This is an optimization exercise on Yosys and OpenROAD, whose aim is small area and a short achievable clock period, not a production implementation. No run shown here included a check of the RTL's function; only the layout flow was run. Power is estimated from default activity; no workload was simulated.

<file path="flow/run.sh">
#!/bin/bash
# Standard synthesis unchanged, then the standard layout steps with port
# buffers of sky130_fd_sc_hd__buf_1 and a setup margin for timing repair.
set -eo pipefail
bash standard.sh synth > synth.log 2>&1
bash standard.sh BUFFER_PORTS_ARGS="-buffer_cell sky130_fd_sc_hd__buf_1" SETUP_SLACK_MARGIN=5.6 finish > layout.log 2>&1
</file>
<file path="standard.sh">
#!/bin/bash
# synth_recipe.tcl (not shown) runs the flow's synth.tcl, then flattens the netlist and writes it again
# the make line also repeats each setting of config.mk as NAME=value (left out here)
make -C /OpenROAD-flow-scripts/flow DESIGN_CONFIG=/design/flow/config.mk WORK_HOME=/design/flow/orfs CLKGATE_MAP_FILE= SYNTH_SCRIPT=/design/flow/synth_recipe.tcl "${@:-finish}"
</file>
<file path="config.mk">
export PLATFORM = sky130hd
export DESIGN_NAME = pe_array_top
export DESIGN_NICKNAME = pe_array_top
export VERILOG_FILES = /design/flow/design.v
export SDC_FILE = /design/flow/constraint.sdc
export NUM_CORES = 8
export LEC_CHECK = 0
export CAP_MARGIN = 20
export CORE_MARGIN = 2
export CORE_UTILIZATION = 40
export SLEW_MARGIN = 20
</file>
<file path="constraint.sdc">
create_clock -name core_clock -period 10.0 [get_ports {clk}]
set_input_delay 2.0000 -clock core_clock [delete_from_list [all_inputs] [get_ports {clk}]]
set_output_delay 2.0000 -clock core_clock [all_outputs]
set_load 0.01 [all_outputs]
</file>
<file path="design.v">
module mac_unit(
	input  logic        clk,
	input  logic        rst_n_pe,
	input  logic [7:0]  neg, one, two,
	input  logic        four7,
	input  logic [15:0] weight,
	input  logic [3:0]  conv_prev,
	input  logic        load_product,
	input  logic        add,
	input  logic        fold,
	input  logic        relu,
	input  logic        out_valid,
	output logic [15:0] output_feature
);
	logic [31:0] acc, addend_s, addend_c, sum, product_s, product_c;
	logic        zero;    
	booth_mul mul(.neg(neg), .one(one), .two(two), .four7(four7), .w(weight),
	              .ps(product_s), .pc(product_c));
	add3 adder(.a(acc), .b(addend_s), .c(addend_c), .s(sum));
	always_ff @(posedge clk) begin
		if (!rst_n_pe) begin
			acc      <= '0;
			addend_s <= '0;
			addend_c <= '0;
			zero     <= 1'b0;
		end else begin
			if (load_product) begin
				addend_s <= product_s;
				addend_c <= product_c;
			end
			if (add || fold)
				acc <= sum;
			if (fold)
				zero <= relu & sum[31];
		end
	end
	always_comb begin
		case (conv_prev)
			4'd0, 4'd1:              output_feature = acc[31:16];
			4'd2, 4'd3, 4'd6, 4'd15: output_feature = acc[30:15];
			4'd4, 4'd5, 4'd12:       output_feature = acc[29:14];
			4'd13:                   output_feature = acc[25:10];
			4'd14:                   output_feature = acc[27:12];
			default:                 output_feature = acc[28:13];
		endcase
		if (!out_valid || zero) output_feature = '0;
	end
endmodule
module add3(input logic [31:0] a, input logic [31:0] b, input logic [31:0] c,
            output logic [31:0] s);
	logic [31:0] x, y, p, g;
	logic [32:0] cy;
	always_comb begin
		x = a ^ b ^ c;
		y = {(a[30:0] & b[30:0]) | (a[30:0] & c[30:0]) | (b[30:0] & c[30:0]), 1'b0};
		p = x ^ y;
		g = x & y;
		cy[0] = 1'b0;
		for (int k = 0; k < 32; k += 4) begin
			cy[k+1] = g[k] | (p[k] & cy[k]);
			cy[k+2] = g[k+1] | (p[k+1] & g[k]) | (p[k+1] & p[k] & cy[k]);
			cy[k+3] = g[k+2] | (p[k+2] & g[k+1]) | (p[k+2] & p[k+1] & g[k])
			        | (p[k+2] & p[k+1] & p[k] & cy[k]);
			cy[k+4] = g[k+3] | (p[k+3] & g[k+2]) | (p[k+3] & p[k+2] & g[k+1])
			        | (p[k+3] & p[k+2] & p[k+1] & g[k]) | (p[k+3] & p[k+2] & p[k+1] & p[k] & cy[k]);
		end
		s = p ^ cy[31:0];
	end
endmodule
module booth_mul(input [7:0] neg, input [7:0] one, input [7:0] two, input four7, input [15:0] w, output [31:0] ps, output [31:0] pc);
  wire m1;
  assign m1 = (one[0] & w[0]) | (two[0] & 1'b0);
  wire pp2;
  assign pp2 = m1 ^ neg[0];
  wire m3;
  assign m3 = (one[0] & w[1]) | (two[0] & w[0]);
  wire pp4;
  assign pp4 = m3 ^ neg[0];
  wire m5;
  assign m5 = (one[0] & w[2]) | (two[0] & w[1]);
  wire pp6;
  assign pp6 = m5 ^ neg[0];
  wire m7;
  assign m7 = (one[0] & w[3]) | (two[0] & w[2]);
  wire pp8;
  assign pp8 = m7 ^ neg[0];
  wire m9;
  assign m9 = (one[0] & w[4]) | (two[0] & w[3]);
  wire pp10;
  assign pp10 = m9 ^ neg[0];
  wire m11;
  assign m11 = (one[0] & w[5]) | (two[0] & w[4]);
  wire pp12;
  assign pp12 = m11 ^ neg[0];
  wire m13;
  assign m13 = (one[0] & w[6]) | (two[0] & w[5]);
  wire pp14;
  assign pp14 = m13 ^ neg[0];
  wire m15;
  assign m15 = (one[0] & w[7]) | (two[0] & w[6]);
  wire pp16;
  assign pp16 = m15 ^ neg[0];
  wire m17;
  assign m17 = (one[0] & w[8]) | (two[0] & w[7]);
  wire pp18;
  assign pp18 = m17 ^ neg[0];
  wire m19;
  assign m19 = (one[0] & w[9]) | (two[0] & w[8]);
  wire pp20;
  assign pp20 = m19 ^ neg[0];
  wire m21;
  assign m21 = (one[0] & w[10]) | (two[0] & w[9]);
  wire pp22;
  assign pp22 = m21 ^ neg[0];
  wire m23;
  assign m23 = (one[0] & w[11]) | (two[0] & w[10]);
  wire pp24;
  assign pp24 = m23 ^ neg[0];
  wire m25;
  assign m25 = (one[0] & w[12]) | (two[0] & w[11]);
  wire pp26;
  assign pp26 = m25 ^ neg[0];
  wire m27;
  assign m27 = (one[0] & w[13]) | (two[0] & w[12]);
  wire pp28;
  assign pp28 = m27 ^ neg[0];
  wire m29;
  assign m29 = (one[0] & w[14]) | (two[0] & w[13]);
  wire pp30;
  assign pp30 = m29 ^ neg[0];
  wire m31;
  assign m31 = (one[0] & w[15]) | (two[0] & w[14]);
  wire pp32;
  assign pp32 = m31 ^ neg[0];
  wire m33;
  assign m33 = (one[0] & w[15]) | (two[0] & w[15]);
  wire ps34;
  assign ps34 = ~(m33 ^ neg[0]);
  wire m35;
  assign m35 = (one[1] & w[0]) | (two[1] & 1'b0);
  wire pp36;
  assign pp36 = m35 ^ neg[1];
  wire m37;
  assign m37 = (one[1] & w[1]) | (two[1] & w[0]);
  wire pp38;
  assign pp38 = m37 ^ neg[1];
  wire m39;
  assign m39 = (one[1] & w[2]) | (two[1] & w[1]);
  wire pp40;
  assign pp40 = m39 ^ neg[1];
  wire m41;
  assign m41 = (one[1] & w[3]) | (two[1] & w[2]);
  wire pp42;
  assign pp42 = m41 ^ neg[1];
  wire m43;
  assign m43 = (one[1] & w[4]) | (two[1] & w[3]);
  wire pp44;
  assign pp44 = m43 ^ neg[1];
  wire m45;
  assign m45 = (one[1] & w[5]) | (two[1] & w[4]);
  wire pp46;
  assign pp46 = m45 ^ neg[1];
  wire m47;
  assign m47 = (one[1] & w[6]) | (two[1] & w[5]);
  wire pp48;
  assign pp48 = m47 ^ neg[1];
  wire m49;
  assign m49 = (one[1] & w[7]) | (two[1] & w[6]);
  wire pp50;
  assign pp50 = m49 ^ neg[1];
  wire m51;
  assign m51 = (one[1] & w[8]) | (two[1] & w[7]);
  wire pp52;
  assign pp52 = m51 ^ neg[1];
  wire m53;
  assign m53 = (one[1] & w[9]) | (two[1] & w[8]);
  wire pp54;
  assign pp54 = m53 ^ neg[1];
  wire m55;
  assign m55 = (one[1] & w[10]) | (two[1] & w[9]);
  wire pp56;
  assign pp56 = m55 ^ neg[1];
  wire m57;
  assign m57 = (one[1] & w[11]) | (two[1] & w[10]);
  wire pp58;
  assign pp58 = m57 ^ neg[1];
  wire m59;
  assign m59 = (one[1] & w[12]) | (two[1] & w[11]);
  wire pp60;
  assign pp60 = m59 ^ neg[1];
  wire m61;
  assign m61 = (one[1] & w[13]) | (two[1] & w[12]);
  wire pp62;
  assign pp62 = m61 ^ neg[1];
  wire m63;
  assign m63 = (one[1] & w[14]) | (two[1] & w[13]);
  wire pp64;
  assign pp64 = m63 ^ neg[1];
  wire m65;
  assign m65 = (one[1] & w[15]) | (two[1] & w[14]);
  wire pp66;
  assign pp66 = m65 ^ neg[1];
  wire m67;
  assign m67 = (one[1] & w[15]) | (two[1] & w[15]);
  wire ps68;
  assign ps68 = ~(m67 ^ neg[1]);
  wire m69;
  assign m69 = (one[2] & w[0]) | (two[2] & 1'b0);
  wire pp70;
  assign pp70 = m69 ^ neg[2];
  wire m71;
  assign m71 = (one[2] & w[1]) | (two[2] & w[0]);
  wire pp72;
  assign pp72 = m71 ^ neg[2];
  wire m73;
  assign m73 = (one[2] & w[2]) | (two[2] & w[1]);
  wire pp74;
  assign pp74 = m73 ^ neg[2];
  wire m75;
  assign m75 = (one[2] & w[3]) | (two[2] & w[2]);
  wire pp76;
  assign pp76 = m75 ^ neg[2];
  wire m77;
  assign m77 = (one[2] & w[4]) | (two[2] & w[3]);
  wire pp78;
  assign pp78 = m77 ^ neg[2];
  wire m79;
  assign m79 = (one[2] & w[5]) | (two[2] & w[4]);
  wire pp80;
  assign pp80 = m79 ^ neg[2];
  wire m81;
  assign m81 = (one[2] & w[6]) | (two[2] & w[5]);
  wire pp82;
  assign pp82 = m81 ^ neg[2];
  wire m83;
  assign m83 = (one[2] & w[7]) | (two[2] & w[6]);
  wire pp84;
  assign pp84 = m83 ^ neg[2];
  wire m85;
  assign m85 = (one[2] & w[8]) | (two[2] & w[7]);
  wire pp86;
  assign pp86 = m85 ^ neg[2];
  wire m87;
  assign m87 = (one[2] & w[9]) | (two[2] & w[8]);
  wire pp88;
  assign pp88 = m87 ^ neg[2];
  wire m89;
  assign m89 = (one[2] & w[10]) | (two[2] & w[9]);
  wire pp90;
  assign pp90 = m89 ^ neg[2];
  wire m91;
  assign m91 = (one[2] & w[11]) | (two[2] & w[10]);
  wire pp92;
  assign pp92 = m91 ^ neg[2];
  wire m93;
  assign m93 = (one[2] & w[12]) | (two[2] & w[11]);
  wire pp94;
  assign pp94 = m93 ^ neg[2];
  wire m95;
  assign m95 = (one[2] & w[13]) | (two[2] & w[12]);
  wire pp96;
  assign pp96 = m95 ^ neg[2];
  wire m97;
  assign m97 = (one[2] & w[14]) | (two[2] & w[13]);
  wire pp98;
  assign pp98 = m97 ^ neg[2];
  wire m99;
  assign m99 = (one[2] & w[15]) | (two[2] & w[14]);
  wire pp100;
  assign pp100 = m99 ^ neg[2];
  wire m101;
  assign m101 = (one[2] & w[15]) | (two[2] & w[15]);
  wire ps102;
  assign ps102 = ~(m101 ^ neg[2]);
  wire m103;
  assign m103 = (one[3] & w[0]) | (two[3] & 1'b0);
  wire pp104;
  assign pp104 = m103 ^ neg[3];
  wire m105;
  assign m105 = (one[3] & w[1]) | (two[3] & w[0]);
  wire pp106;
  assign pp106 = m105 ^ neg[3];
  wire m107;
  assign m107 = (one[3] & w[2]) | (two[3] & w[1]);
  wire pp108;
  assign pp108 = m107 ^ neg[3];
  wire m109;
  assign m109 = (one[3] & w[3]) | (two[3] & w[2]);
  wire pp110;
  assign pp110 = m109 ^ neg[3];
  wire m111;
  assign m111 = (one[3] & w[4]) | (two[3] & w[3]);
  wire pp112;
  assign pp112 = m111 ^ neg[3];
  wire m113;
  assign m113 = (one[3] & w[5]) | (two[3] & w[4]);
  wire pp114;
  assign pp114 = m113 ^ neg[3];
  wire m115;
  assign m115 = (one[3] & w[6]) | (two[3] & w[5]);
  wire pp116;
  assign pp116 = m115 ^ neg[3];
  wire m117;
  assign m117 = (one[3] & w[7]) | (two[3] & w[6]);
  wire pp118;
  assign pp118 = m117 ^ neg[3];
  wire m119;
  assign m119 = (one[3] & w[8]) | (two[3] & w[7]);
  wire pp120;
  assign pp120 = m119 ^ neg[3];
  wire m121;
  assign m121 = (one[3] & w[9]) | (two[3] & w[8]);
  wire pp122;
  assign pp122 = m121 ^ neg[3];
  wire m123;
  assign m123 = (one[3] & w[10]) | (two[3] & w[9]);
  wire pp124;
  assign pp124 = m123 ^ neg[3];
  wire m125;
  assign m125 = (one[3] & w[11]) | (two[3] & w[10]);
  wire pp126;
  assign pp126 = m125 ^ neg[3];
  wire m127;
  assign m127 = (one[3] & w[12]) | (two[3] & w[11]);
  wire pp128;
  assign pp128 = m127 ^ neg[3];
  wire m129;
  assign m129 = (one[3] & w[13]) | (two[3] & w[12]);
  wire pp130;
  assign pp130 = m129 ^ neg[3];
  wire m131;
  assign m131 = (one[3] & w[14]) | (two[3] & w[13]);
  wire pp132;
  assign pp132 = m131 ^ neg[3];
  wire m133;
  assign m133 = (one[3] & w[15]) | (two[3] & w[14]);
  wire pp134;
  assign pp134 = m133 ^ neg[3];
  wire m135;
  assign m135 = (one[3] & w[15]) | (two[3] & w[15]);
  wire ps136;
  assign ps136 = ~(m135 ^ neg[3]);
  wire m137;
  assign m137 = (one[4] & w[0]) | (two[4] & 1'b0);
  wire pp138;
  assign pp138 = m137 ^ neg[4];
  wire m139;
  assign m139 = (one[4] & w[1]) | (two[4] & w[0]);
  wire pp140;
  assign pp140 = m139 ^ neg[4];
  wire m141;
  assign m141 = (one[4] & w[2]) | (two[4] & w[1]);
  wire pp142;
  assign pp142 = m141 ^ neg[4];
  wire m143;
  assign m143 = (one[4] & w[3]) | (two[4] & w[2]);
  wire pp144;
  assign pp144 = m143 ^ neg[4];
  wire m145;
  assign m145 = (one[4] & w[4]) | (two[4] & w[3]);
  wire pp146;
  assign pp146 = m145 ^ neg[4];
  wire m147;
  assign m147 = (one[4] & w[5]) | (two[4] & w[4]);
  wire pp148;
  assign pp148 = m147 ^ neg[4];
  wire m149;
  assign m149 = (one[4] & w[6]) | (two[4] & w[5]);
  wire pp150;
  assign pp150 = m149 ^ neg[4];
  wire m151;
  assign m151 = (one[4] & w[7]) | (two[4] & w[6]);
  wire pp152;
  assign pp152 = m151 ^ neg[4];
  wire m153;
  assign m153 = (one[4] & w[8]) | (two[4] & w[7]);
  wire pp154;
  assign pp154 = m153 ^ neg[4];
  wire m155;
  assign m155 = (one[4] & w[9]) | (two[4] & w[8]);
  wire pp156;
  assign pp156 = m155 ^ neg[4];
  wire m157;
  assign m157 = (one[4] & w[10]) | (two[4] & w[9]);
  wire pp158;
  assign pp158 = m157 ^ neg[4];
  wire m159;
  assign m159 = (one[4] & w[11]) | (two[4] & w[10]);
  wire pp160;
  assign pp160 = m159 ^ neg[4];
  wire m161;
  assign m161 = (one[4] & w[12]) | (two[4] & w[11]);
  wire pp162;
  assign pp162 = m161 ^ neg[4];
  wire m163;
  assign m163 = (one[4] & w[13]) | (two[4] & w[12]);
  wire pp164;
  assign pp164 = m163 ^ neg[4];
  wire m165;
  assign m165 = (one[4] & w[14]) | (two[4] & w[13]);
  wire pp166;
  assign pp166 = m165 ^ neg[4];
  wire m167;
  assign m167 = (one[4] & w[15]) | (two[4] & w[14]);
  wire pp168;
  assign pp168 = m167 ^ neg[4];
  wire m169;
  assign m169 = (one[4] & w[15]) | (two[4] & w[15]);
  wire ps170;
  assign ps170 = ~(m169 ^ neg[4]);
  wire m171;
  assign m171 = (one[5] & w[0]) | (two[5] & 1'b0);
  wire pp172;
  assign pp172 = m171 ^ neg[5];
  wire m173;
  assign m173 = (one[5] & w[1]) | (two[5] & w[0]);
  wire pp174;
  assign pp174 = m173 ^ neg[5];
  wire m175;
  assign m175 = (one[5] & w[2]) | (two[5] & w[1]);
  wire pp176;
  assign pp176 = m175 ^ neg[5];
  wire m177;
  assign m177 = (one[5] & w[3]) | (two[5] & w[2]);
  wire pp178;
  assign pp178 = m177 ^ neg[5];
  wire m179;
  assign m179 = (one[5] & w[4]) | (two[5] & w[3]);
  wire pp180;
  assign pp180 = m179 ^ neg[5];
  wire m181;
  assign m181 = (one[5] & w[5]) | (two[5] & w[4]);
  wire pp182;
  assign pp182 = m181 ^ neg[5];
  wire m183;
  assign m183 = (one[5] & w[6]) | (two[5] & w[5]);
  wire pp184;
  assign pp184 = m183 ^ neg[5];
  wire m185;
  assign m185 = (one[5] & w[7]) | (two[5] & w[6]);
  wire pp186;
  assign pp186 = m185 ^ neg[5];
  wire m187;
  assign m187 = (one[5] & w[8]) | (two[5] & w[7]);
  wire pp188;
  assign pp188 = m187 ^ neg[5];
  wire m189;
  assign m189 = (one[5] & w[9]) | (two[5] & w[8]);
  wire pp190;
  assign pp190 = m189 ^ neg[5];
  wire m191;
  assign m191 = (one[5] & w[10]) | (two[5] & w[9]);
  wire pp192;
  assign pp192 = m191 ^ neg[5];
  wire m193;
  assign m193 = (one[5] & w[11]) | (two[5] & w[10]);
  wire pp194;
  assign pp194 = m193 ^ neg[5];
  wire m195;
  assign m195 = (one[5] & w[12]) | (two[5] & w[11]);
  wire pp196;
  assign pp196 = m195 ^ neg[5];
  wire m197;
  assign m197 = (one[5] & w[13]) | (two[5] & w[12]);
  wire pp198;
  assign pp198 = m197 ^ neg[5];
  wire m199;
  assign m199 = (one[5] & w[14]) | (two[5] & w[13]);
  wire pp200;
  assign pp200 = m199 ^ neg[5];
  wire m201;
  assign m201 = (one[5] & w[15]) | (two[5] & w[14]);
  wire pp202;
  assign pp202 = m201 ^ neg[5];
  wire m203;
  assign m203 = (one[5] & w[15]) | (two[5] & w[15]);
  wire ps204;
  assign ps204 = ~(m203 ^ neg[5]);
  wire m205;
  assign m205 = (one[6] & w[0]) | (two[6] & 1'b0);
  wire pp206;
  assign pp206 = m205 ^ neg[6];
  wire m207;
  assign m207 = (one[6] & w[1]) | (two[6] & w[0]);
  wire pp208;
  assign pp208 = m207 ^ neg[6];
  wire m209;
  assign m209 = (one[6] & w[2]) | (two[6] & w[1]);
  wire pp210;
  assign pp210 = m209 ^ neg[6];
  wire m211;
  assign m211 = (one[6] & w[3]) | (two[6] & w[2]);
  wire pp212;
  assign pp212 = m211 ^ neg[6];
  wire m213;
  assign m213 = (one[6] & w[4]) | (two[6] & w[3]);
  wire pp214;
  assign pp214 = m213 ^ neg[6];
  wire m215;
  assign m215 = (one[6] & w[5]) | (two[6] & w[4]);
  wire pp216;
  assign pp216 = m215 ^ neg[6];
  wire m217;
  assign m217 = (one[6] & w[6]) | (two[6] & w[5]);
  wire pp218;
  assign pp218 = m217 ^ neg[6];
  wire m219;
  assign m219 = (one[6] & w[7]) | (two[6] & w[6]);
  wire pp220;
  assign pp220 = m219 ^ neg[6];
  wire m221;
  assign m221 = (one[6] & w[8]) | (two[6] & w[7]);
  wire pp222;
  assign pp222 = m221 ^ neg[6];
  wire m223;
  assign m223 = (one[6] & w[9]) | (two[6] & w[8]);
  wire pp224;
  assign pp224 = m223 ^ neg[6];
  wire m225;
  assign m225 = (one[6] & w[10]) | (two[6] & w[9]);
  wire pp226;
  assign pp226 = m225 ^ neg[6];
  wire m227;
  assign m227 = (one[6] & w[11]) | (two[6] & w[10]);
  wire pp228;
  assign pp228 = m227 ^ neg[6];
  wire m229;
  assign m229 = (one[6] & w[12]) | (two[6] & w[11]);
  wire pp230;
  assign pp230 = m229 ^ neg[6];
  wire m231;
  assign m231 = (one[6] & w[13]) | (two[6] & w[12]);
  wire pp232;
  assign pp232 = m231 ^ neg[6];
  wire m233;
  assign m233 = (one[6] & w[14]) | (two[6] & w[13]);
  wire pp234;
  assign pp234 = m233 ^ neg[6];
  wire m235;
  assign m235 = (one[6] & w[15]) | (two[6] & w[14]);
  wire pp236;
  assign pp236 = m235 ^ neg[6];
  wire m237;
  assign m237 = (one[6] & w[15]) | (two[6] & w[15]);
  wire ps238;
  assign ps238 = ~(m237 ^ neg[6]);
  wire m239;
  assign m239 = (one[7] & w[0]) | (two[7] & 1'b0) | (four7 & 1'b0);
  wire pp240;
  assign pp240 = m239 ^ neg[7];
  wire m241;
  assign m241 = (one[7] & w[1]) | (two[7] & w[0]) | (four7 & 1'b0);
  wire pp242;
  assign pp242 = m241 ^ neg[7];
  wire m243;
  assign m243 = (one[7] & w[2]) | (two[7] & w[1]) | (four7 & w[0]);
  wire pp244;
  assign pp244 = m243 ^ neg[7];
  wire m245;
  assign m245 = (one[7] & w[3]) | (two[7] & w[2]) | (four7 & w[1]);
  wire pp246;
  assign pp246 = m245 ^ neg[7];
  wire m247;
  assign m247 = (one[7] & w[4]) | (two[7] & w[3]) | (four7 & w[2]);
  wire pp248;
  assign pp248 = m247 ^ neg[7];
  wire m249;
  assign m249 = (one[7] & w[5]) | (two[7] & w[4]) | (four7 & w[3]);
  wire pp250;
  assign pp250 = m249 ^ neg[7];
  wire m251;
  assign m251 = (one[7] & w[6]) | (two[7] & w[5]) | (four7 & w[4]);
  wire pp252;
  assign pp252 = m251 ^ neg[7];
  wire m253;
  assign m253 = (one[7] & w[7]) | (two[7] & w[6]) | (four7 & w[5]);
  wire pp254;
  assign pp254 = m253 ^ neg[7];
  wire m255;
  assign m255 = (one[7] & w[8]) | (two[7] & w[7]) | (four7 & w[6]);
  wire pp256;
  assign pp256 = m255 ^ neg[7];
  wire m257;
  assign m257 = (one[7] & w[9]) | (two[7] & w[8]) | (four7 & w[7]);
  wire pp258;
  assign pp258 = m257 ^ neg[7];
  wire m259;
  assign m259 = (one[7] & w[10]) | (two[7] & w[9]) | (four7 & w[8]);
  wire pp260;
  assign pp260 = m259 ^ neg[7];
  wire m261;
  assign m261 = (one[7] & w[11]) | (two[7] & w[10]) | (four7 & w[9]);
  wire pp262;
  assign pp262 = m261 ^ neg[7];
  wire m263;
  assign m263 = (one[7] & w[12]) | (two[7] & w[11]) | (four7 & w[10]);
  wire pp264;
  assign pp264 = m263 ^ neg[7];
  wire m265;
  assign m265 = (one[7] & w[13]) | (two[7] & w[12]) | (four7 & w[11]);
  wire pp266;
  assign pp266 = m265 ^ neg[7];
  wire m267;
  assign m267 = (one[7] & w[14]) | (two[7] & w[13]) | (four7 & w[12]);
  wire pp268;
  assign pp268 = m267 ^ neg[7];
  wire m269;
  assign m269 = (one[7] & w[15]) | (two[7] & w[14]) | (four7 & w[13]);
  wire pp270;
  assign pp270 = m269 ^ neg[7];
  wire m271;
  assign m271 = (one[7] & w[15]) | (two[7] & w[15]) | (four7 & w[14]);
  wire pp272;
  assign pp272 = m271 ^ neg[7];
  wire m273;
  assign m273 = (one[7] & w[15]) | (two[7] & w[15]) | (four7 & w[15]);
  wire pp274;
  assign pp274 = m273 ^ neg[7];
  wire s275;
  wire c276;
  assign s275 = pp22 ^ pp52;
  assign c276 = pp22 & pp52;
  wire s277;
  wire c278;
  assign s277 = pp24 ^ pp54;
  assign c278 = pp24 & pp54;
  wire s279;
  wire c280;
  assign s279 = pp26 ^ pp56 ^ pp86;
  assign c280 = (pp26 & pp56) | (pp26 & pp86) | (pp56 & pp86);
  wire s281;
  wire c282;
  assign s281 = pp116 ^ pp146;
  assign c282 = pp116 & pp146;
  wire s283;
  wire c284;
  assign s283 = pp28 ^ pp58 ^ pp88;
  assign c284 = (pp28 & pp58) | (pp28 & pp88) | (pp58 & pp88);
  wire s285;
  wire c286;
  assign s285 = pp118 ^ pp148;
  assign c286 = pp118 & pp148;
  wire s287;
  wire c288;
  assign s287 = pp30 ^ pp60 ^ pp90;
  assign c288 = (pp30 & pp60) | (pp30 & pp90) | (pp60 & pp90);
  wire s289;
  wire c290;
  assign s289 = pp120 ^ pp150 ^ pp180;
  assign c290 = (pp120 & pp150) | (pp120 & pp180) | (pp150 & pp180);
  wire s291;
  wire c292;
  assign s291 = pp210 ^ pp240;
  assign c292 = pp210 & pp240;
  wire s293;
  wire c294;
  assign s293 = pp32 ^ pp62 ^ pp92;
  assign c294 = (pp32 & pp62) | (pp32 & pp92) | (pp62 & pp92);
  wire s295;
  wire c296;
  assign s295 = pp122 ^ pp152 ^ pp182;
  assign c296 = (pp122 & pp152) | (pp122 & pp182) | (pp152 & pp182);
  wire s297;
  wire c298;
  assign s297 = pp212 ^ pp242;
  assign c298 = pp212 & pp242;
  wire s299;
  wire c300;
  assign s299 = ps34 ^ pp64 ^ pp94;
  assign c300 = (ps34 & pp64) | (ps34 & pp94) | (pp64 & pp94);
  wire s301;
  wire c302;
  assign s301 = pp124 ^ pp154 ^ pp184;
  assign c302 = (pp124 & pp154) | (pp124 & pp184) | (pp154 & pp184);
  wire s303;
  wire c304;
  assign s303 = pp214 ^ pp244 ^ 1'b1;
  assign c304 = (pp214 & pp244) | (pp214 & 1'b1) | (pp244 & 1'b1);
  wire s305;
  wire c306;
  assign s305 = pp66 ^ pp96 ^ pp126;
  assign c306 = (pp66 & pp96) | (pp66 & pp126) | (pp96 & pp126);
  wire s307;
  wire c308;
  assign s307 = pp156 ^ pp186 ^ pp216;
  assign c308 = (pp156 & pp186) | (pp156 & pp216) | (pp186 & pp216);
  wire s309;
  wire c310;
  assign s309 = pp246 ^ 1'b1;
  assign c310 = pp246 & 1'b1;
  wire s311;
  wire c312;
  assign s311 = ps68 ^ pp98 ^ pp128;
  assign c312 = (ps68 & pp98) | (ps68 & pp128) | (pp98 & pp128);
  wire s313;
  wire c314;
  assign s313 = pp158 ^ pp188 ^ pp218;
  assign c314 = (pp158 & pp188) | (pp158 & pp218) | (pp188 & pp218);
  wire s315;
  wire c316;
  assign s315 = pp100 ^ pp130 ^ pp160;
  assign c316 = (pp100 & pp130) | (pp100 & pp160) | (pp130 & pp160);
  wire s317;
  wire c318;
  assign s317 = pp190 ^ pp220;
  assign c318 = pp190 & pp220;
  wire s319;
  wire c320;
  assign s319 = ps102 ^ pp132 ^ pp162;
  assign c320 = (ps102 & pp132) | (ps102 & pp162) | (pp132 & pp162);
  wire s321;
  wire c322;
  assign s321 = pp134 ^ pp164;
  assign c322 = pp134 & pp164;
  wire s323;
  wire c324;
  assign s323 = pp14 ^ pp44;
  assign c324 = pp14 & pp44;
  wire s325;
  wire c326;
  assign s325 = pp16 ^ pp46;
  assign c326 = pp16 & pp46;
  wire s327;
  wire c328;
  assign s327 = pp18 ^ pp48 ^ pp78;
  assign c328 = (pp18 & pp48) | (pp18 & pp78) | (pp48 & pp78);
  wire s329;
  wire c330;
  assign s329 = pp108 ^ pp138;
  assign c330 = pp108 & pp138;
  wire s331;
  wire c332;
  assign s331 = pp20 ^ pp50 ^ pp80;
  assign c332 = (pp20 & pp50) | (pp20 & pp80) | (pp50 & pp80);
  wire s333;
  wire c334;
  assign s333 = pp110 ^ pp140;
  assign c334 = pp110 & pp140;
  wire s335;
  wire c336;
  assign s335 = s275 ^ pp82 ^ pp112;
  assign c336 = (s275 & pp82) | (s275 & pp112) | (pp82 & pp112);
  wire s337;
  wire c338;
  assign s337 = pp142 ^ pp172 ^ neg[5];
  assign c338 = (pp142 & pp172) | (pp142 & neg[5]) | (pp172 & neg[5]);
  wire s339;
  wire c340;
  assign s339 = c276 ^ s277 ^ pp84;
  assign c340 = (c276 & s277) | (c276 & pp84) | (s277 & pp84);
  wire s341;
  wire c342;
  assign s341 = pp114 ^ pp144 ^ pp174;
  assign c342 = (pp114 & pp144) | (pp114 & pp174) | (pp144 & pp174);
  wire s343;
  wire c344;
  assign s343 = c278 ^ s279 ^ s281;
  assign c344 = (c278 & s279) | (c278 & s281) | (s279 & s281);
  wire s345;
  wire c346;
  assign s345 = pp176 ^ pp206 ^ neg[6];
  assign c346 = (pp176 & pp206) | (pp176 & neg[6]) | (pp206 & neg[6]);
  wire s347;
  wire c348;
  assign s347 = c280 ^ c282 ^ s283;
  assign c348 = (c280 & c282) | (c280 & s283) | (c282 & s283);
  wire s349;
  wire c350;
  assign s349 = s285 ^ pp178 ^ pp208;
  assign c350 = (s285 & pp178) | (s285 & pp208) | (pp178 & pp208);
  wire s351;
  wire c352;
  assign s351 = c284 ^ c286 ^ s287;
  assign c352 = (c284 & c286) | (c284 & s287) | (c286 & s287);
  wire s353;
  wire c354;
  assign s353 = s289 ^ s291 ^ neg[7];
  assign c354 = (s289 & s291) | (s289 & neg[7]) | (s291 & neg[7]);
  wire s355;
  wire c356;
  assign s355 = c288 ^ c290 ^ c292;
  assign c356 = (c288 & c290) | (c288 & c292) | (c290 & c292);
  wire s357;
  wire c358;
  assign s357 = s293 ^ s295 ^ s297;
  assign c358 = (s293 & s295) | (s293 & s297) | (s295 & s297);
  wire s359;
  wire c360;
  assign s359 = c294 ^ c296 ^ c298;
  assign c360 = (c294 & c296) | (c294 & c298) | (c296 & c298);
  wire s361;
  wire c362;
  assign s361 = s299 ^ s301 ^ s303;
  assign c362 = (s299 & s301) | (s299 & s303) | (s301 & s303);
  wire s363;
  wire c364;
  assign s363 = c300 ^ c302 ^ c304;
  assign c364 = (c300 & c302) | (c300 & c304) | (c302 & c304);
  wire s365;
  wire c366;
  assign s365 = s305 ^ s307 ^ s309;
  assign c366 = (s305 & s307) | (s305 & s309) | (s307 & s309);
  wire s367;
  wire c368;
  assign s367 = c306 ^ c308 ^ c310;
  assign c368 = (c306 & c308) | (c306 & c310) | (c308 & c310);
  wire s369;
  wire c370;
  assign s369 = s311 ^ s313 ^ pp248;
  assign c370 = (s311 & s313) | (s311 & pp248) | (s313 & pp248);
  wire s371;
  wire c372;
  assign s371 = c312 ^ c314 ^ s315;
  assign c372 = (c312 & c314) | (c312 & s315) | (c314 & s315);
  wire s373;
  wire c374;
  assign s373 = s317 ^ pp250 ^ 1'b1;
  assign c374 = (s317 & pp250) | (s317 & 1'b1) | (pp250 & 1'b1);
  wire s375;
  wire c376;
  assign s375 = c316 ^ c318 ^ s319;
  assign c376 = (c316 & c318) | (c316 & s319) | (c318 & s319);
  wire s377;
  wire c378;
  assign s377 = pp192 ^ pp222 ^ pp252;
  assign c378 = (pp192 & pp222) | (pp192 & pp252) | (pp222 & pp252);
  wire s379;
  wire c380;
  assign s379 = c320 ^ s321 ^ pp194;
  assign c380 = (c320 & s321) | (c320 & pp194) | (s321 & pp194);
  wire s381;
  wire c382;
  assign s381 = pp224 ^ pp254 ^ 1'b1;
  assign c382 = (pp224 & pp254) | (pp224 & 1'b1) | (pp254 & 1'b1);
  wire s383;
  wire c384;
  assign s383 = c322 ^ ps136 ^ pp166;
  assign c384 = (c322 & ps136) | (c322 & pp166) | (ps136 & pp166);
  wire s385;
  wire c386;
  assign s385 = pp196 ^ pp226 ^ pp256;
  assign c386 = (pp196 & pp226) | (pp196 & pp256) | (pp226 & pp256);
  wire s387;
  wire c388;
  assign s387 = pp168 ^ pp198 ^ pp228;
  assign c388 = (pp168 & pp198) | (pp168 & pp228) | (pp198 & pp228);
  wire s389;
  wire c390;
  assign s389 = pp258 ^ 1'b1;
  assign c390 = pp258 & 1'b1;
  wire s391;
  wire c392;
  assign s391 = ps170 ^ pp200 ^ pp230;
  assign c392 = (ps170 & pp200) | (ps170 & pp230) | (pp200 & pp230);
  wire s393;
  wire c394;
  assign s393 = pp202 ^ pp232;
  assign c394 = pp202 & pp232;
  wire s395;
  wire c396;
  assign s395 = pp10 ^ pp40;
  assign c396 = pp10 & pp40;
  wire s397;
  wire c398;
  assign s397 = pp12 ^ pp42;
  assign c398 = pp12 & pp42;
  wire s399;
  wire c400;
  assign s399 = s323 ^ pp74 ^ pp104;
  assign c400 = (s323 & pp74) | (s323 & pp104) | (pp74 & pp104);
  wire s401;
  wire c402;
  assign s401 = c324 ^ s325 ^ pp76;
  assign c402 = (c324 & s325) | (c324 & pp76) | (s325 & pp76);
  wire s403;
  wire c404;
  assign s403 = c326 ^ s327 ^ s329;
  assign c404 = (c326 & s327) | (c326 & s329) | (s327 & s329);
  wire s405;
  wire c406;
  assign s405 = c328 ^ c330 ^ s331;
  assign c406 = (c328 & c330) | (c328 & s331) | (c330 & s331);
  wire s407;
  wire c408;
  assign s407 = c332 ^ c334 ^ s335;
  assign c408 = (c332 & c334) | (c332 & s335) | (c334 & s335);
  wire s409;
  wire c410;
  assign s409 = c336 ^ c338 ^ s339;
  assign c410 = (c336 & c338) | (c336 & s339) | (c338 & s339);
  wire s411;
  wire c412;
  assign s411 = c340 ^ c342 ^ s343;
  assign c412 = (c340 & c342) | (c340 & s343) | (c342 & s343);
  wire s413;
  wire c414;
  assign s413 = c344 ^ c346 ^ s347;
  assign c414 = (c344 & c346) | (c344 & s347) | (c346 & s347);
  wire s415;
  wire c416;
  assign s415 = c348 ^ c350 ^ s351;
  assign c416 = (c348 & c350) | (c348 & s351) | (c350 & s351);
  wire s417;
  wire c418;
  assign s417 = c352 ^ c354 ^ s355;
  assign c418 = (c352 & c354) | (c352 & s355) | (c354 & s355);
  wire s419;
  wire c420;
  assign s419 = c356 ^ c358 ^ s359;
  assign c420 = (c356 & c358) | (c356 & s359) | (c358 & s359);
  wire s421;
  wire c422;
  assign s421 = c360 ^ c362 ^ s363;
  assign c422 = (c360 & c362) | (c360 & s363) | (c362 & s363);
  wire s423;
  wire c424;
  assign s423 = c364 ^ c366 ^ s367;
  assign c424 = (c364 & c366) | (c364 & s367) | (c366 & s367);
  wire s425;
  wire c426;
  assign s425 = c368 ^ c370 ^ s371;
  assign c426 = (c368 & c370) | (c368 & s371) | (c370 & s371);
  wire s427;
  wire c428;
  assign s427 = c372 ^ c374 ^ s375;
  assign c428 = (c372 & c374) | (c372 & s375) | (c374 & s375);
  wire s429;
  wire c430;
  assign s429 = c376 ^ c378 ^ s379;
  assign c430 = (c376 & c378) | (c376 & s379) | (c378 & s379);
  wire s431;
  wire c432;
  assign s431 = c380 ^ c382 ^ s383;
  assign c432 = (c380 & c382) | (c380 & s383) | (c382 & s383);
  wire s433;
  wire c434;
  assign s433 = c384 ^ c386 ^ s387;
  assign c434 = (c384 & c386) | (c384 & s387) | (c386 & s387);
  wire s435;
  wire c436;
  assign s435 = c388 ^ c390 ^ s391;
  assign c436 = (c388 & c390) | (c388 & s391) | (c390 & s391);
  wire s437;
  wire c438;
  assign s437 = c392 ^ s393 ^ pp262;
  assign c438 = (c392 & s393) | (c392 & pp262) | (s393 & pp262);
  wire s439;
  wire c440;
  assign s439 = c394 ^ ps204 ^ pp234;
  assign c440 = (c394 & ps204) | (c394 & pp234) | (ps204 & pp234);
  wire s441;
  wire c442;
  assign s441 = pp236 ^ pp266;
  assign c442 = pp236 & pp266;
  wire s443;
  wire c444;
  assign s443 = pp6 ^ pp36;
  assign c444 = pp6 & pp36;
  wire s445;
  wire c446;
  assign s445 = pp8 ^ pp38;
  assign c446 = pp8 & pp38;
  wire s447;
  wire c448;
  assign s447 = s395 ^ pp70 ^ neg[2];
  assign c448 = (s395 & pp70) | (s395 & neg[2]) | (pp70 & neg[2]);
  wire s449;
  wire c450;
  assign s449 = c396 ^ s397 ^ pp72;
  assign c450 = (c396 & s397) | (c396 & pp72) | (s397 & pp72);
  wire s451;
  wire c452;
  assign s451 = c398 ^ s399 ^ neg[3];
  assign c452 = (c398 & s399) | (c398 & neg[3]) | (s399 & neg[3]);
  wire s453;
  wire c454;
  assign s453 = c400 ^ s401 ^ pp106;
  assign c454 = (c400 & s401) | (c400 & pp106) | (s401 & pp106);
  wire s455;
  wire c456;
  assign s455 = c402 ^ s403 ^ neg[4];
  assign c456 = (c402 & s403) | (c402 & neg[4]) | (s403 & neg[4]);
  wire s457;
  wire c458;
  assign s457 = c404 ^ s405 ^ s333;
  assign c458 = (c404 & s405) | (c404 & s333) | (s405 & s333);
  wire s459;
  wire c460;
  assign s459 = c406 ^ s407 ^ s337;
  assign c460 = (c406 & s407) | (c406 & s337) | (s407 & s337);
  wire s461;
  wire c462;
  assign s461 = c408 ^ s409 ^ s341;
  assign c462 = (c408 & s409) | (c408 & s341) | (s409 & s341);
  wire s463;
  wire c464;
  assign s463 = c410 ^ s411 ^ s345;
  assign c464 = (c410 & s411) | (c410 & s345) | (s411 & s345);
  wire s465;
  wire c466;
  assign s465 = c412 ^ s413 ^ s349;
  assign c466 = (c412 & s413) | (c412 & s349) | (s413 & s349);
  wire s467;
  wire c468;
  assign s467 = c414 ^ s415 ^ s353;
  assign c468 = (c414 & s415) | (c414 & s353) | (s415 & s353);
  wire s469;
  wire c470;
  assign s469 = c416 ^ s417 ^ s357;
  assign c470 = (c416 & s417) | (c416 & s357) | (s417 & s357);
  wire s471;
  wire c472;
  assign s471 = c418 ^ s419 ^ s361;
  assign c472 = (c418 & s419) | (c418 & s361) | (s419 & s361);
  wire s473;
  wire c474;
  assign s473 = c420 ^ s421 ^ s365;
  assign c474 = (c420 & s421) | (c420 & s365) | (s421 & s365);
  wire s475;
  wire c476;
  assign s475 = c422 ^ s423 ^ s369;
  assign c476 = (c422 & s423) | (c422 & s369) | (s423 & s369);
  wire s477;
  wire c478;
  assign s477 = c424 ^ s425 ^ s373;
  assign c478 = (c424 & s425) | (c424 & s373) | (s425 & s373);
  wire s479;
  wire c480;
  assign s479 = c426 ^ s427 ^ s377;
  assign c480 = (c426 & s427) | (c426 & s377) | (s427 & s377);
  wire s481;
  wire c482;
  assign s481 = c428 ^ s429 ^ s381;
  assign c482 = (c428 & s429) | (c428 & s381) | (s429 & s381);
  wire s483;
  wire c484;
  assign s483 = c430 ^ s431 ^ s385;
  assign c484 = (c430 & s431) | (c430 & s385) | (s431 & s385);
  wire s485;
  wire c486;
  assign s485 = c432 ^ s433 ^ s389;
  assign c486 = (c432 & s433) | (c432 & s389) | (s433 & s389);
  wire s487;
  wire c488;
  assign s487 = c434 ^ s435 ^ pp260;
  assign c488 = (c434 & s435) | (c434 & pp260) | (s435 & pp260);
  wire s489;
  wire c490;
  assign s489 = c436 ^ s437 ^ 1'b1;
  assign c490 = (c436 & s437) | (c436 & 1'b1) | (s437 & 1'b1);
  wire s491;
  wire c492;
  assign s491 = c438 ^ s439 ^ pp264;
  assign c492 = (c438 & s439) | (c438 & pp264) | (s439 & pp264);
  wire s493;
  wire c494;
  assign s493 = c440 ^ s441 ^ 1'b1;
  assign c494 = (c440 & s441) | (c440 & 1'b1) | (s441 & 1'b1);
  wire s495;
  wire c496;
  assign s495 = c442 ^ ps238 ^ pp268;
  assign c496 = (c442 & ps238) | (c442 & pp268) | (ps238 & pp268);
  wire s497;
  wire c498;
  assign s497 = pp270 ^ 1'b1;
  assign c498 = pp270 & 1'b1;
  wire s499;
  wire c500;
  assign s499 = pp272 ^ 1'b1;
  assign c500 = pp272 & 1'b1;
  wire s501;
  wire c502;
  assign s501 = pp274 ^ 1'b1;
  assign c502 = pp274 & 1'b1;
  assign ps = {c500, c498, c496, c494, c492, c490, c488, c486, c484, c482, c480, c478, c476, c474, c472, c470, c468, c466, c464, c462, c460, c458, c456, c454, c452, c450, c448, c446, c444, s443, pp4, pp2};
  assign pc = {s501, s499, s497, s495, s493, s491, s489, s487, s485, s483, s481, s479, s477, s475, s473, s471, s469, s467, s465, s463, s461, s459, s457, s455, s453, s451, s449, s447, s445, neg[1], 1'b0, neg[0]};
endmodule
module pe_array #(parameter NPE = 4)(
	input  logic              clk,
	input  logic              rst_n_pe,
	input  logic              weight_valid,
	input  logic              feature_valid,
	input  logic [15:0]       feature_in,      
	input  logic [NPE*16-1:0] weight_in,       
	input  logic [3:0]        conv_num,
	output logic [NPE*16-1:0] output_feature,
	input  logic              relu_en,
	input  logic              partial_en
);
	localparam logic [1:0] IDLE = 2'd0, BIAS = 2'd1, FOLD = 2'd2, OUT = 2'd3;
	logic [1:0] state;
	logic [3:0] conv_prev;
	logic       relu_prev, keep_prev;
	logic       mac_step, bias_step, bias_load;
	logic [7:0] neg, one, two;
	logic       four7;
	logic [7:0] f_neg, f_one, f_two, b_one, b_two;
	logic       b_four7, keep;
	logic [NPE*16-1:0] weight;
	assign mac_step  = (state == IDLE) & feature_valid & weight_valid;
	assign bias_step = (state == IDLE) & ~feature_valid & weight_valid;
	assign bias_load = bias_step & rst_n_pe;
	booth_enc enc(.f(feature_in), .neg(f_neg), .one(f_one), .two(f_two));
	always_comb begin
		logic [4:0] sh;
		logic       zero;
		keep = 1'b0;
		zero = 1'b0;
		sh = 5'd0;
		if (partial_en) begin
			case (conv_num)
				4'd0, 4'd1:                     sh = 5'd16;
				4'd2, 4'd3, 4'd6:               sh = 5'd15;
				4'd4, 4'd5, 4'd12:              sh = 5'd14;
				4'd7, 4'd8, 4'd9, 4'd10, 4'd11: sh = 5'd13;
				default:                        keep = 1'b1;
			endcase
		end else begin
			case (conv_num)
				4'd0, 4'd12:                    sh = 5'd9;
				4'd1:                           sh = 5'd6;
				4'd2, 4'd10:                    sh = 5'd3;
				4'd3, 4'd9:                     sh = 5'd2;
				4'd4, 4'd5, 4'd6, 4'd8:         sh = 5'd1;
				4'd7:                           zero = 1'b1;
				4'd11:                          sh = 5'd4;
				default:                        sh = 5'd0;
			endcase
		end
		for (int j = 0; j < 8; j++) begin
			b_one[j] = ~zero & ~keep & (sh == 5'(2 * j));
			b_two[j] = ~zero & ~keep & (sh == 5'(2 * j + 1));
		end
		b_four7 = ~keep & (sh == 5'd16);
	end
	always_ff @(posedge clk) begin
		conv_prev <= conv_num;
		relu_prev <= relu_en;
		keep_prev <= keep;
		if (bias_load) begin
			neg <= '0; one <= b_one; two <= b_two; four7 <= b_four7;
		end else begin
			neg <= f_neg; one <= f_one; two <= f_two; four7 <= 1'b0;
			weight <= weight_in;
		end
		if (!rst_n_pe)
			state <= IDLE;
		else case (state)
			IDLE: if (bias_step) state <= BIAS;
			BIAS: state <= FOLD;
			default: state <= OUT;
		endcase
	end
	for (genvar i = 0; i < NPE; i++) begin : mac
		mac_unit u(
			.clk(clk),
			.rst_n_pe(rst_n_pe),
			.neg(neg), .one(one), .two(two), .four7(four7),
			.weight(weight[i*16 +: 16]),
			.conv_prev(conv_prev),
			.load_product(mac_step | (state == BIAS && !keep_prev)),
			.add(mac_step | bias_step),
			.fold(state == FOLD),
			.relu(relu_prev),
			.out_valid(state == OUT),
			.output_feature(output_feature[i*16 +: 16])
		);
	end
endmodule
module booth_enc(input logic [15:0] f, output logic [7:0] neg, output logic [7:0] one,
                 output logic [7:0] two);
	logic [16:0] fx;
	assign fx = {f, 1'b0};
	always_comb
		for (int j = 0; j < 8; j++) begin
			neg[j] = fx[2*j+2] & ~(fx[2*j+1] & fx[2*j]);
			one[j] = fx[2*j+1] ^ fx[2*j];
			two[j] = (fx[2*j+2] & ~fx[2*j+1] & ~fx[2*j]) | (~fx[2*j+2] & fx[2*j+1] & fx[2*j]);
		end
endmodule
module onchip_read_master_weight #(parameter NPE = 4)(
	input  logic        clk,
	input  logic        rst_n,
	output logic [16:0] addr_read,
	output logic [NPE*2-1:0] byteenable,
	output logic        read,
	input  logic        wait_request,
	input  logic        readdatavalid,
	output logic        chipselect,
	input  logic [16:0] addr_read_input,
	input  logic        read_en_input,
	output logic        data_valid,
	output logic        readdatavalid_out
);
	logic state;         
	logic read_en_reg;
	logic xfer;
	assign byteenable = {(NPE*2){1'b1}};
	assign readdatavalid_out = readdatavalid;
	assign xfer = readdatavalid & ~wait_request;
	always_ff @(posedge clk) begin
		if (rst_n) addr_read <= addr_read_input;
	end
	always_ff @(posedge clk) begin
		if (!rst_n) begin
			state       <= 1'b0;
			data_valid  <= 1'b0;
			read        <= 1'b0;
			chipselect  <= 1'b0;
			read_en_reg <= 1'b0;
		end else begin
			read_en_reg <= read_en_input;
			data_valid  <= state & xfer;
			chipselect  <= read_en_reg & (~state | xfer);
			if (!state && read_en_reg) read <= 1'b1;
			if (!state) state <= read_en_reg;
			else if (xfer && !read_en_reg) state <= 1'b0;
		end
	end
endmodule
module onchip_read_master_input(
	input  logic        clk,
	input  logic        rst_n,
	output logic [16:0] addr_read,
	output logic [1:0]  byteenable,
	output logic        read,
	input  logic        wait_request,
	input  logic        readdatavalid,
	output logic        chipselect,
	input  logic [16:0] addr_read_input,
	input  logic        read_en_input,
	output logic        data_valid,
	output logic        readdatavalid_out
);
	logic state;         
	logic read_en_reg;
	logic xfer;
	assign byteenable = 2'b11;
	assign readdatavalid_out = readdatavalid;
	assign xfer = readdatavalid & ~wait_request;
	always_ff @(posedge clk) begin
		if (rst_n) addr_read <= addr_read_input;
	end
	always_ff @(posedge clk) begin
		if (!rst_n) begin
			state       <= 1'b0;
			data_valid  <= 1'b0;
			read        <= 1'b0;
			chipselect  <= 1'b0;
			read_en_reg <= 1'b0;
		end else begin
			read_en_reg <= read_en_input;
			data_valid  <= state & xfer;
			chipselect  <= read_en_reg & (~state | xfer);
			if (!state && read_en_reg) read <= 1'b1;
			if (!state) state <= read_en_reg;
			else if (xfer && !read_en_reg) state <= 1'b0;
		end
	end
endmodule
module p1024_to_s16 #(parameter NPE = 4)(
	input  logic            clk,
	input  logic            rst_n,
	input  logic [NPE*16-1:0] datain_pe,
	input  logic            input_en_control,
	input  logic [14:0]     addr_in_control,
	input  logic            pool_en,
	input  logic            output_en,
	output logic [15:0]     writedata_output,
	output logic [14:0]     address_output,
	output logic            write_output,
	input  logic            waitrequest_output,
	output logic [1:0]      byteenable_output,
	output logic            chipselect
);
	localparam logic [2:0] IDLE = 3'd0, POOL_INIT = 3'd1, POOL = 3'd2, OUT0 = 3'd3;
	localparam logic [2:0] OUTN = OUT0 + NPE;
	logic [2:0]  state;
	logic [NPE*16-1:0] buffer, buffer_out;
	logic [14:0] address_output_in;
	assign byteenable_output = 2'b11;
	assign write_output = 1'b1;
	assign chipselect = 1'b0;
	always_ff @(posedge clk) begin
		if (state == IDLE && input_en_control) begin
			buffer <= datain_pe;
			address_output_in <= addr_in_control;
		end else if (state >= OUT0 && state != OUTN && output_en && !waitrequest_output)
			address_output_in <= address_output_in + 15'd2;
	end
	always_ff @(posedge clk) begin
		if (!rst_n) begin
			state <= IDLE;
			buffer_out <= '0;
			address_output <= '0;
			writedata_output <= '0;
		end else begin
			case (state)
				IDLE: if (input_en_control) state <= POOL_INIT;
				POOL_INIT: state <= POOL;
				POOL: begin
					for (int k = 0; k < NPE; k++)
						if (!pool_en || $signed(buffer[k*16 +: 16]) > $signed(buffer_out[k*16 +: 16]))
							buffer_out[k*16 +: 16] <= buffer[k*16 +: 16];
					state <= OUT0;
				end
				default: begin
					if (!output_en)
						state <= IDLE;
					else if (!waitrequest_output) begin
						if (state == OUTN)
							state <= IDLE;
						else begin
							address_output   <= address_output_in;
							writedata_output <= buffer_out[15:0];
							buffer_out       <= buffer_out >> 16;
							state            <= state + 3'd1;
						end
					end
				end
			endcase
		end
	end
endmodule
module pe_array_top #(parameter NPE = 4)
                   (input logic clk,
                    input logic rst_n,
                    input logic rst_n_pe,
                    input logic [3:0] conv_num,
                    input logic partial_en_control,
                    input logic [NPE*16-1:0]data_readw_weight,
                    input logic [15:0]data_readi_input,
                    output logic [15:0]data_write_output,
                    output logic [16:0]addr_readi_input,
                    output logic [16:0]addr_readw_weight,
                    output logic [14:0]addr_write_output,
                    output logic [1:0]byteenable_readi_input,
                    output logic [NPE*2-1:0]byteenable_readw_weight,
		            output logic [1:0]byteenable_write_output,
                    input logic [16:0]addr_readi_control,
                    input logic [16:0]addr_readw_control,
                    input logic [14:0]addr_write_control,
                    input logic pool_en_control,
                    input logic relu_en_control,
                    input logic output_en_control,
		            input logic waitrequest_output,
		            input logic waitrequest_input,
		            input logic waitrequest_weight,
                    input logic en_write_control,
                    input logic en_readi_control,
                    input logic en_readw_control,
                    input logic readdatavalid_input,
                    input logic readdatavalid_weight,
                    output logic write_output,
                    output logic read_readw_weight,
                    output logic read_readi_input,
                    output logic chipselect_input,
                    output logic chipselect_weight,
                    output logic chipselect_output,
                    output logic readdatavalid_out_input,
                    output logic readdatavalid_out_weight
                    );
logic[NPE*16-1:0]data_write_pe;
logic data_valid_readi_pe;
logic data_valid_readw_pe;
p1024_to_s16 #(.NPE(NPE)) pts(.clk(clk),
			 	.rst_n(rst_n),
				.datain_pe(data_write_pe),
				.input_en_control(en_write_control),
				.addr_in_control(addr_write_control),
				.writedata_output(data_write_output),
				.address_output(addr_write_output),
				.write_output(write_output),
				.waitrequest_output(waitrequest_output),
				.byteenable_output(byteenable_write_output),
				.chipselect(chipselect_output),
				.pool_en(pool_en_control),
				.output_en(output_en_control)
                );
onchip_read_master_weight #(.NPE(NPE)) master_to_weight_bias(.clk(clk),
                                         .addr_read(addr_readw_weight),
                                         .byteenable(byteenable_readw_weight),
                                         .read(read_readw_weight),
					                     .wait_request(waitrequest_weight),
                                         .addr_read_input(addr_readw_control),
                                         .read_en_input(en_readw_control),
                                         .rst_n(rst_n),
                                         .readdatavalid(readdatavalid_weight),
                                         .data_valid(data_valid_readw_pe),
                                         .chipselect(chipselect_weight),
                                         .readdatavalid_out(readdatavalid_out_weight)
                                         );
onchip_read_master_input master_to_input(.clk(clk),
                                   .addr_read(addr_readi_input),
                                   .byteenable(byteenable_readi_input),
                                   .read(read_readi_input),
				   				   .wait_request(waitrequest_input),
                                   .addr_read_input(addr_readi_control),
                                   .read_en_input(en_readi_control),
                                   .rst_n(rst_n),
                                   .readdatavalid(readdatavalid_input),
                                   .data_valid(data_valid_readi_pe),
                                   .chipselect(chipselect_input),
                                   .readdatavalid_out(readdatavalid_out_input)
                                   );
pe_array #(.NPE(NPE)) array(.clk(clk),
               .rst_n_pe(rst_n_pe),
               .feature_valid(data_valid_readi_pe),
	       	   .weight_valid(data_valid_readw_pe),
               .feature_in(data_readi_input),
               .conv_num(conv_num),
               .output_feature(data_write_pe),
               .weight_in(data_readw_weight),
               .relu_en(relu_en_control),
               .partial_en(partial_en_control));
endmodule 
</file>
==> results.yml, run 1 <==
synth:
  ys_seq_area_frac: 0.2828
  syn_inst: 5971
  synth_enable_flop_cells: 177
  synthTopCellsByCount: "nand2_1, dfxtp_1, fa_1, inv_1, clkbuf_1"
  ys_warn_count: 7
  syn_avg_cell_area_sq_um: 9.302
  synth_top_area_share: 0.1871
  yosysMostFrequentCell: "nand2_1"
  synth_area_sq_um: 55540
  synth.distinct_cells: 78
  synth_seq_cells: 696
  yosys_most_used_dff: "dfxtp_1"
  synthArstFlopShare: 0
  ys_top_cells_by_area: "dfxtp_1, fa_1, edfxtp_1"
  synth_top_area_cell: "dfxtp_1"
clocking:
  cts-buffers-inserted: 87
  clock_path_buffers: 3
  h-tree-depth: 3
  clk_transition_reported_paths_ns: 0.06
  numClockSinks: 696
  cts-root-buf: "clkbuf_16"
  tritoncts: "built"
  insertion_delay_ns: 0.71
sta:
  hold_violations: 0
  drv_slew: 0
  fin_hold_ws_ns: 0.4476
  fin_crit_sh: 0.4272
  fin_crit_ns: 4.272
  setup_violations: 0
  rsz0062_at_grt: "false"
  tightest_slew_ns: 1.132
  skew_ns: 0.05402
  fin_tns_setup_ns: 0
  slew_headroom: 0.2456
  timing.fmax_mhz: 234.1
global_routing:
  antenna_found_initial: 2
  grt_use_total: 0.2246
  grt_start_max_net_pins: 227
  grt-ovfl-total: 0
  grt_pass1_wl_mm: 252.5
  grt_pass1_vias: 42659
power:
  p_per_area_nw_per_um2: 210.4
  p_leak_nw: 24.17
  ir_worst_vdd_mv: 0.1336
min_path:
  hold-path-endpoint: "array.mac[3].u.zero$_SDFFE_PN0P_"
  holdPathStages: 2
  hold_start: "array.mac[3].u.zero$_SDFFE_PN0P_"
  min_path_type: "register to register"
placed_design:
  place_congestion: 0.8597
  portBuffers: 218
  hpwl_mm: 108.9
die:
  dieArea_sq_um: 141900
  core_sq_um: 137700
  rows: 136
  ioPinCount: 233
  die_h_um: 376.6
  die_w_um: 376.6
  start_util: 0.4035
worst_setup_path:
  reg2reg_setup_slack_ns: 5.73
  worst-path-max-fanout: 55
  cp.arrival_ns: 4.86
  r2r-start: "array.one[5]$_DFF_P_"
  path_class: "register to register"
  start_kind: "register"
  reg2reg_depth: 10
  reg2reg_to: "array.mac[1].u.addend_c[19]$_SDFFE_PN0P_"
  cp_data_required_time_ns: 10.59
  end_kind: "register"
detailed_routing:
  drt_iter0_markers: 4370
  wl_mm: 161.0
  postRouteAntennaNets: 0
  dr.pass1.iters: 10
  viasPerCell: 5.607
  wl_per_cell_um: 21.02
  dr_total_vias: 42952
  post-route-drc-count: 0
final_layout:
  fin_util: 0.4364
  fillCellCount: 13251
  syn2layout_area_growth_pct: 8.166
  diodes: 0
  drive_gt1_frac: 0.04807
  nets: 6722
  largestRegisters: "array.mac.u.acc: 128 flops, array.mac.u.addend_s: 128 flops, array.mac.u.addend_c: 118 flops"
job:
  maxCapViolations: 0
run_status:
  status: "finished clean"
-- power breakdown --
group          switching (mW)  total [mW]  internal, mW
Sequential              0.490        3.78          3.29
Combinational            3.31        5.60          2.28
Clock                    1.36        3.26          1.91
-- worst max-delay path by stage --
stage                                                 start                                  endpoint  slack (ns)
finish                                 array.one[5]$_DFF_P_  array.mac[1].u.addend_c[19]$_SDFFE_PN0P_        5.73
floorplan                               readdatavalid_input                   readdatavalid_out_input        5.88
CTS                                 array.neg[3]$_SDFF_PP0_  array.mac[3].u.addend_c[16]$_SDFFE_PN0P_        5.66
detailed placement                       waitrequest_output           pts.buffer_out[63]$_SDFFE_PN0P_        5.57
global placement                                   rst_n_pe       array.mac[2].u.acc[23]$_SDFFE_PN0P_        5.60
global route        array.mac[0].u.addend_c[2]$_SDFFE_PN0P_       array.mac[2].u.acc[29]$_SDFFE_PN0P_        5.64
-- repair_timing --
action,4_1_cts,5_1_grt
hold buffers,0,0
endpoints found under the setup margin,0,8
resized for setup,0,5
setup buffers,0,1
-- cells by family (layout without fill, tap and decap cells) --
family          Yosys count  count (layout)  synth area share
other cells               2              14         0.0001352
buf+inv                1017             899           0.07006
mux                      14              14          0.002545
flops                   696             696            0.2828
xor+xnor                656             656            0.1034
compound gates         1523            1523            0.2020
fa+ha+maj               782             782            0.2416
simple gates           1281            1282           0.09752
-- stage by stage --
stage	total power, mW	instances	cell area [sq um]	worst slack [ns]
CTS	12.65	7656	60000	5.660
floorplan	7.605	5983	55590	5.881
finish	12.64	7660	60080	5.728
global route	13.67	7660	60080	5.637
global placement	9.241	7493	57040	5.595
detailed placement	9.324	7493	57040	5.571
-- worst max-delay path, stage by stage (launching register included) --
cell and delay, ns:
dfxtp_2 0.60, buf_4 0.72, a22oi_1 0.23, xor2_1 0.22, fa_1 0.54, fa_1 0.44, fa_1 0.51, inv_1 0.06
fa_1 0.50, nand2_1 0.04, a21boi_0 0.16
-- cell type report --
cell class                      count  area, sq um  area share
Inverter                          464         1747     0.02907
Tap cell                         1794         2245     0.03736
Clock buffer                      113         2465     0.04103
Timing Repair Buffer              272         1296     0.02158
Multi-Input combinational cell   4271        36080      0.6005
Sequential cell                   696        15750      0.2622
Clock inverter                     50        491.7    0.008185
-- layout by cell type, fill, tap and decap left out, types with 70 or more instances in the layout --
cell / n
dfxtp_1: 494
clkbuf_16: 92
a22oi_1: 428
xnor2_1: 438
nand2_1: 905
ha_1: 298
o211a_1: 70
a31oi_1: 74
a21oi_1: 160
nor2_1: 121
a21boi_0: 231
fa_1: 484
o21ai_0: 131
edfxtp_1: 177
buf_1: 216
xor2_1: 218
a211oi_1: 89
inv_1: 460
-- metal layers --
layer,vias up,wire length [um],global-route usage
met5,-,12,0
met4,2,3684,0.06445
met3,245,13750,0.04467
met2,1762,66980,0.3268
met1,20905,76580,0.3342
li1,20038,-,-
==> run 2, diff against run 1 <==
==> flow/run.sh (replaced) <==
#!/bin/bash
# Standard synthesis unchanged, then the standard layout steps with port
# buffers of sky130_fd_sc_hd__buf_2 and a setup margin for timing repair.
set -eo pipefail
bash standard.sh synth > synth.log 2>&1
bash standard.sh BUFFER_PORTS_ARGS="-buffer_cell sky130_fd_sc_hd__buf_2" SETUP_SLACK_MARGIN=5.6 finish > layout.log 2>&1
==> run 2 against run 1 <==
Synthesized cell count unchanged; combinational power about the same; via count up 0.37%; sequential power about the same; non-clock buffer count unchanged; wire length up 0.81%; critical path type unchanged.
==> results.yml, run 2 <==
final_layout:
  nets: 6722
  diodes: 0
  layout_common_cells: "nand2_1, dfxtp_1, fa_1"
  syn2layout_area_growth_pct: 8.770
  largestRegisters: "array.mac.u.acc: 128 flops, array.mac.u.addend_s: 128 flops, array.mac.u.addend_c: 118 flops"
  drive_gt1_frac: 0.08426
  final_common_cell: "nand2_1"
synth:
  syn_avg_cell_area_sq_um: 9.302
  synth_area_sq_um: 55540
  yosysMostFrequentCell: "nand2_1"
  synth_seq_cells: 696
  yosys_most_used_dff: "dfxtp_1"
  ys_top_cells_by_area: "dfxtp_1, fa_1, edfxtp_1"
  ys_seq_area_frac: 0.2828
  synthTopCellsByCount: "nand2_1, dfxtp_1, fa_1, inv_1, clkbuf_1"
  synth_top_area_cell: "dfxtp_1"
  synth_enable_flop_cells: 177
  synth.distinct_cells: 78
  synthArstFlopShare: 0
  synth_top_area_share: 0.1871
  ys_warn_count: 7
  syn_inst: 5971
die:
  die_h_um: 376.6
  core_sq_um: 137700
  ioPinCount: 233
  dieArea_sq_um: 141900
  rows: 136
  start_util: 0.4035
  die_w_um: 376.6
global_routing:
  grt_pass1_vias: 42971
  grt.met3_usage: 0.04754
  grt_pass1_wl_mm: 254.6
  grt_use_met1: 0.3333
  grt_start_max_net_pins: 108
  grt-ovfl-total: 0
  grt_busiest_layer: "met2"
  gr-usage-met2: 0.3334
  antenna_found_initial: 2
  grt_use_total: 0.2263
sta:
  setup_violations: 0
  fin_crit_sh: 0.4284
  slew_headroom: 0.2665
  setup_slack_ns: 5.716
  skew_ns: 0.03581
  tightest_slew_ns: 1.100
  rsz0062_at_grt: "false"
  timing.fmax_mhz: 233.4
  drv_slew: 0
  hold_violations: 0
  fin_tns_setup_ns: 0
  fin_crit_ns: 4.284
worst_setup_path:
  cp.arrival_ns: 4.89
  worst-path-max-fanout: 56
  cp-startpoint: "array.one[4]$_DFF_P_"
  r2r-start: "array.one[4]$_DFF_P_"
  reg2reg_depth: 11
  path_class: "register to register"
  start_kind: "register"
  cp_data_required_time_ns: 10.61
  end_kind: "register"
detailed_routing:
  dr.pass1.iters: 9
  wl_mm: 162.3
  dr_total_vias: 43113
  viasPerCell: 5.631
  post-route-drc-count: 0
  wl_per_cell_um: 21.20
  drt_iter0_markers: 4417
  postRouteAntennaNets: 0
power:
  p_per_area_nw_per_um2: 210.9
  p_leak_nw: 24.85
  ir_worst_vdd_mv: 0.1397
clocking:
  cts-buffers-inserted: 88
  cts-root-buf: "clkbuf_16"
  clock_path_buffers: 3
  insertion_delay_ns: 0.69
  clk_transition_reported_paths_ns: 0.06
  numClockSinks: 696
  h-tree-depth: 3
  tritoncts: "built"
min_path:
  min_path_type: "register to register"
  holdPathStages: 2
  hold_start: "array.mac[2].u.zero$_SDFFE_PN0P_"
placed_design:
  portBuffers: 218
  hpwl_mm: 110.4
  place_congestion: 0.8464
  pre_cts_slack_ns: 5.433
run_status:
  status: "finished clean"
job:
  maxCapViolations: 0
-- run 2: final timing paths --
path	to	slack (ns)
max	array.mac[3].u.addend_c[21]$_SDFFE_PN0P_	5.72
min reg2reg	array.mac[2].u.zero$_SDFFE_PN0P_	0.44
max reg2reg	array.mac[3].u.addend_c[21]$_SDFFE_PN0P_	5.72
min	array.mac[2].u.zero$_SDFFE_PN0P_	0.44
-- run 2: routing by layer --
layer	part of all wire	vias up	wire length, um
met4	0.025	2	4041
met1	0.47	20897	75990
li1	-	20071	-
met5	0.000074	-	12
met2	0.42	1882	68060
met3	0.088	261	14210
-- run 2: logic make-up (layout without fill, tap and decap cells) --
group | Yosys count | count (layout) | synth area share
flops | 696 | 696 | 0.2828
compound gates | 1523 | 1523 | 0.2020
simple gates | 1281 | 1281 | 0.09752
buf+inv | 1017 | 897 | 0.07006
xor+xnor | 656 | 656 | 0.1034
mux | 14 | 14 | 0.002545
fa+ha+maj | 782 | 782 | 0.2416
other cells | 2 | 14 | 0.0001352
-- run 2: cell type report --
type	instances	area, sq um
Fill cell	13248	77250
Clock inverter	43	563.0
Clock buffer	118	2502
Tap cell	1794	2245
Inverter	464	1743
Timing Repair Buffer	272	1529
Sequential cell	696	15760
Multi-Input combinational cell	4270	36070
-- run 2: stage by stage --
step	instance area [sq um]	std cells	util	power (mW)	hold slack (ns)
after detailed placement	57320	7496	0.4164	9.314	0.4379
final	60410	7657	0.4389	12.74	0.4442
after global routing	60410	7657	0.4389	13.76	0.4598
after floorplan	55590	5983	-	7.605	0.4175
after global placement	57320	7496	0.4164	9.207	0.4317
after CTS	60390	7657	0.4387	12.76	0.4461
-- run 2: timing repair --
| action | in CTS | in global routing |
|---|---|---|
| buffers inserted | 0 | 0 |
| resized for setup | 0 | 8 |
| setup endpoints to repair | 0 | 24 |
| hold buffers | 0 | 0 |
-- run 2: critical path, stage by stage, from the launching register on --
cell      delay, ns
dfxtp_2        0.57
buf_4          0.75
a22oi_1        0.23
xnor2_1        0.20
fa_1           0.44
fa_1           0.54
inv_1          0.05
fa_1           0.47
inv_1          0.05
fa_1           0.64
nand2_1        0.09
a21boi_0       0.17
-- run 2: power breakdown --
| part | internal (mW) | total [mW] | switching (mW) |
|---|---|---|---|
| clock network | 2.05 | 3.39 | 1.34 |
| logic | 2.28 | 5.57 | 3.29 |
| registers | 3.29 | 3.78 | 0.492 |

## port drivers added, routing unchanged
No port has a modelled driver above. Below, the same layouts with a new extraction and two added sets of constraints.
Step 1 assumes that a clkbuf_16 drives the clock port and a buf_2 every other input.
Step 2 also shifts input and output timing later by t, the mid clock arrival at the registers, as if the neighbouring blocks saw the same clock.
Three values: ideal, step 1, step 2; two values: the first two.
run	shift t [ns]	slack for setup (ns)	hold WS [ns]	worst setup path at the end	worst slew at a driven data input, ns
run 1	0.770	5.728 / 5.728 / 5.529	0.448 / 0.448 / 0.448	input to register	0.08
run 2	0.754	5.716 / 5.716 / 5.377	0.444 / 0.444 / 0.444	input to register	0.08
After both steps every run listed still meets setup and hold. For run 2, which loses most, drivers alone change the setup slack by 0.000 ns; drivers and shift together by -0.339 ns.
